This design comes from an exercise in tuning for small area and a short achievable clock period on the open sky130 flow, not from production work. RTL that was checked went through simulation tests only; none was proved equivalent to the original. Power figures rest on the tool's default switching activity, not on a simulated workload.

==> module mult_top, before the edit <==
module mult_top(
    input clk,
    input  [15:0] x,
    input  [15:0] y,
    output [31:0] p_out
    );
    localparam M = 16;
    wire [36:0] cs;
    wire [12:0] oa;
    wire [11:0] pl;
    lobo_pre pre(.x(x), .y(y), .cs(cs), .oa(oa), .pl(pl));
    reg [36:0] C_vec;    
    reg [12:0] A_vec;    
    reg [11:0] L_vec;    
    always @(posedge clk)
    begin
        C_vec <= cs;
        A_vec <= oa;
        L_vec <= pl;
    end
    wire [M:0] lo;
    wire [19-M:0] hi;
    lobo_sum sum(.cs(C_vec), .oa(A_vec), .lo(lo), .hi(hi));
    reg [11+M:0] P_vec;   
    reg          K_vec;   
    reg [19-M:0] H_vec;   
    always @(posedge clk)
    begin
        P_vec <= {lo[M-1:0], L_vec};
        K_vec <= lo[M];
        H_vec <= hi;
    end
    assign p_out[11+M:0] = P_vec;
    lobo_inc inc(.hi(H_vec), .c(K_vec), .p(p_out[31:12+M]));
endmodule
==> module lobo_sum, before the edit <==
module lobo_sum(
    input  [36:0] cs,
    input  [12:0] oa,
    output [16:0] lo,           
    output [3:0] hi            
    );
    wire w74 = cs[1] ^ cs[2] ^ cs[3];
    wire w75 = (cs[1] & cs[2]) | (cs[3] & (cs[1] ^ cs[2]));
    wire w76 = cs[4] ^ cs[5] ^ oa[2];
    wire w77 = (cs[4] & cs[5]) | (oa[2] & (cs[4] ^ cs[5]));
    wire w78 = cs[6] ^ cs[7] ^ oa[3];
    wire w79 = (cs[6] & cs[7]) | (oa[3] & (cs[6] ^ cs[7]));
    wire w80 = cs[8] ^ cs[9] ^ oa[4];
    wire w81 = (cs[8] & cs[9]) | (oa[4] & (cs[8] ^ cs[9]));
    wire w82 = cs[10] ^ cs[11] ^ oa[5];
    wire w83 = (cs[10] & cs[11]) | (oa[5] & (cs[10] ^ cs[11]));
    wire w84 = cs[12] ^ cs[13] ^ oa[6];
    wire w85 = (cs[12] & cs[13]) | (oa[6] & (cs[12] ^ cs[13]));
    wire w86 = cs[14] ^ cs[15] ^ oa[7];
    wire w87 = (cs[14] & cs[15]) | (oa[7] & (cs[14] ^ cs[15]));
    wire w88 = cs[16] ^ cs[17] ^ oa[8];
    wire w89 = (cs[16] & cs[17]) | (oa[8] & (cs[16] ^ cs[17]));
    wire w90 = cs[18] ^ cs[19] ^ oa[9];
    wire w91 = (cs[18] & cs[19]) | (oa[9] & (cs[18] ^ cs[19]));
    wire w92 = cs[20] ^ cs[21] ^ oa[10];
    wire w93 = (cs[20] & cs[21]) | (oa[10] & (cs[20] ^ cs[21]));
    wire w94 = cs[22] ^ cs[23] ^ oa[11];
    wire w95 = (cs[22] & cs[23]) | (oa[11] & (cs[22] ^ cs[23]));
    wire w96 = cs[24] ^ cs[25] ^ oa[12];
    wire w97 = (cs[24] & cs[25]) | (oa[12] & (cs[24] ^ cs[25]));
    wire w98 = cs[26] ^ cs[27] ^ ~oa[12];
    wire w99 = (cs[26] & cs[27]) | (~oa[12] & (cs[26] ^ cs[27]));
    wire w100 = ~(cs[28] ^ cs[29]);
    wire w101 = cs[28] | cs[29];
    wire w102 = ~(cs[31] ^ cs[32]);
    wire w103 = cs[31] | cs[32];
    wire w104 = cs[33] ^ cs[34];
    wire w105 = cs[33] & cs[34];
    wire w106 = cs[30] ^ w99 ^ w100;
    wire w107 = (cs[30] & w99) | (w100 & (cs[30] ^ w99));
    wire w108 = w101 ^ w102;
    wire w109 = w101 & w102;
    wire w110 = w103 ^ w104;
    wire w111 = w103 & w104;
    wire w112 = ~(cs[35] ^ w105);
    wire w113 = cs[35] | w105;
    wire [19:0] ra = {1'b1, cs[36], w111, w109, w107, w106, w97, w95, w93, w91, w89, w87, w85, w83, w81, w79, w77, w75, oa[1], cs[0]};
    wire [19:0] rb = {1'b0, w113, w112, w110, w108, 1'b0, w98, w96, w94, w92, w90, w88, w86, w84, w82, w80, w78, w76, w74, oa[0]};
    assign lo = {1'b0, ra[15:0]} + {1'b0, rb[15:0]};
    assign hi = ra[19:16] + rb[19:16];
endmodule
==> module lobo_inc, before the edit <==
module lobo_inc(
    input  [3:0] hi,
    input  c,
    output [3:0] p
    );
    assign p = hi + c;
endmodule
==> module LOBOq2_12bit_1C_v2, before the edit <==
module LOBOq2_12bit_1C_v2(
    input [15:0] x,
    input [15:0] y,
    output [31:0] p
    );
    wire [36:0] cs;
    wire [12:0] oa;
    wire [16:0] lo;
    wire [3:0] hi;
    lobo_pre pre(.x(x), .y(y), .cs(cs), .oa(oa), .pl(p[11:0]));
    lobo_sum sum(.cs(cs), .oa(oa), .lo(lo), .hi(hi));
    assign p[27:12] = lo[15:0];
    lobo_inc inc(.hi(hi), .c(lo[16]), .p(p[31:28]));
endmodule
clock: 5.2 ns
lec_check: 0
abc_area: 1
cap_margin: 20
core_margin: 2
core_utilization: 40
setup_slack_margin: 2.7
slew_margin: 20
standard.sh (not shown) runs the stock make flow with config.mk's settings and CLKGATE_MAP_FILE= SYNTH_SCRIPT=/design/flow/synth_recipe.tcl, a recipe that flattens the netlist after the stock synthesis.
==> flow/flow/run.sh <==
#!/bin/bash
# Standard layout, with the smallest buffer (buf_1) on every input and output
# port, and a clock tree of clkbuf_8 without dummy loads.
set -euo pipefail
export BUFFER_PORTS_ARGS="-buffer_cell sky130_fd_sc_hd__buf_1"
export CTS_ARGS="-sink_clustering_enable -repair_clock_nets -dont_use_dummy_load -buf_list sky130_fd_sc_hd__clkbuf_8"
bash standard.sh > standard.log 2>&1
Rerun with:
--- a/flow/design.v
+++ b/flow/design.v
@@ -3,9 +3,9 @@
     input  [15:0] x,
     input  [15:0] y,
     output [31:0] p_out
     );
-    localparam M = 16;
+    localparam M = 14;
     wire [36:0] cs;
     wire [12:0] oa;
     wire [11:0] pl;
     lobo_pre pre(.x(x), .y(y), .cs(cs), .oa(oa), .pl(pl));
@@ -187,10 +187,10 @@
 endmodule
 module lobo_sum(
     input  [36:0] cs,
     input  [12:0] oa,
-    output [16:0] lo,           
-    output [3:0] hi            
+    output [14:0] lo,           
+    output [5:0] hi            
     );
     wire w74 = cs[1] ^ cs[2] ^ cs[3];
     wire w75 = (cs[1] & cs[2]) | (cs[3] & (cs[1] ^ cs[2]));
     wire w76 = cs[4] ^ cs[5] ^ oa[2];
@@ -232,15 +232,15 @@
     wire w112 = ~(cs[35] ^ w105);
     wire w113 = cs[35] | w105;
     wire [19:0] ra = {1'b1, cs[36], w111, w109, w107, w106, w97, w95, w93, w91, w89, w87, w85, w83, w81, w79, w77, w75, oa[1], cs[0]};
     wire [19:0] rb = {1'b0, w113, w112, w110, w108, 1'b0, w98, w96, w94, w92, w90, w88, w86, w84, w82, w80, w78, w76, w74, oa[0]};
-    assign lo = {1'b0, ra[15:0]} + {1'b0, rb[15:0]};
-    assign hi = ra[19:16] + rb[19:16];
+    assign lo = {1'b0, ra[13:0]} + {1'b0, rb[13:0]};
+    assign hi = ra[19:14] + rb[19:14];
 endmodule
 module lobo_inc(
-    input  [3:0] hi,
+    input  [5:0] hi,
     input  c,
-    output [3:0] p
+    output [5:0] p
     );
     assign p = hi + c;
 endmodule
 module LOBOq2_12bit_1C_v2(
@@ -249,11 +249,11 @@
     output [31:0] p
     );
     wire [36:0] cs;
     wire [12:0] oa;
-    wire [16:0] lo;
-    wire [3:0] hi;
+    wire [14:0] lo;
+    wire [5:0] hi;
     lobo_pre pre(.x(x), .y(y), .cs(cs), .oa(oa), .pl(p[11:0]));
     lobo_sum sum(.cs(cs), .oa(oa), .lo(lo), .hi(hi));
-    assign p[27:12] = lo[15:0];
-    lobo_inc inc(.hi(hi), .c(lo[16]), .p(p[31:28]));
-endmodule
+    assign p[25:12] = lo[13:0];
+    lobo_inc inc(.hi(hi), .c(lo[14]), .p(p[31:26]));
+endmodule
What happened:
- area after synthesis barely changes
- final area fell slightly
- die area barely changes
- worst hold slack gains 19 ps
- wire length rose slightly
- via count fell slightly
- power fell slightly
- clock skew is about the same
- synthesized cell count fell by a few percent
- flip-flop and latch count does not change
- worst setup slack gains 70 ps
- global-route usage rose by 0.45 points
- count of clock-buffer cells in the layout does not change
- register-to-register slack loses 50 ps
Only the layout flow was run in the first run of this note; the RTL was not checked for function there.

## static timing again, ports no longer ideal
The flow's constraints put no driver on any port. The routed layouts listed below were extracted and timed again, unchanged, in two steps. Step 1 assumes that a clkbuf_16 drives the clock port and a buf_2 every other input. Step 2 moves the port delays by t, midway between the first and last clock arrival at a register: inputs arrive t later, outputs are due t later. That takes back most of the time a late clock gives input paths. Three values: no drivers, after step 1, after step 2; two values: the first two.
| run | t (ns) | setup slack, ns | worst setup path after step 2 |
|---|---|---|---|
| the first run | 0.379 | 2.698 / 2.693 / 2.314 | input to register |
| the second run | 0.404 | 2.768 / 2.735 / 2.368 | input to register |
After both steps every run listed still meets setup and hold. The setup slack of the second run, which loses most, moves by -0.033 ns with the drivers and by -0.400 ns with both steps.
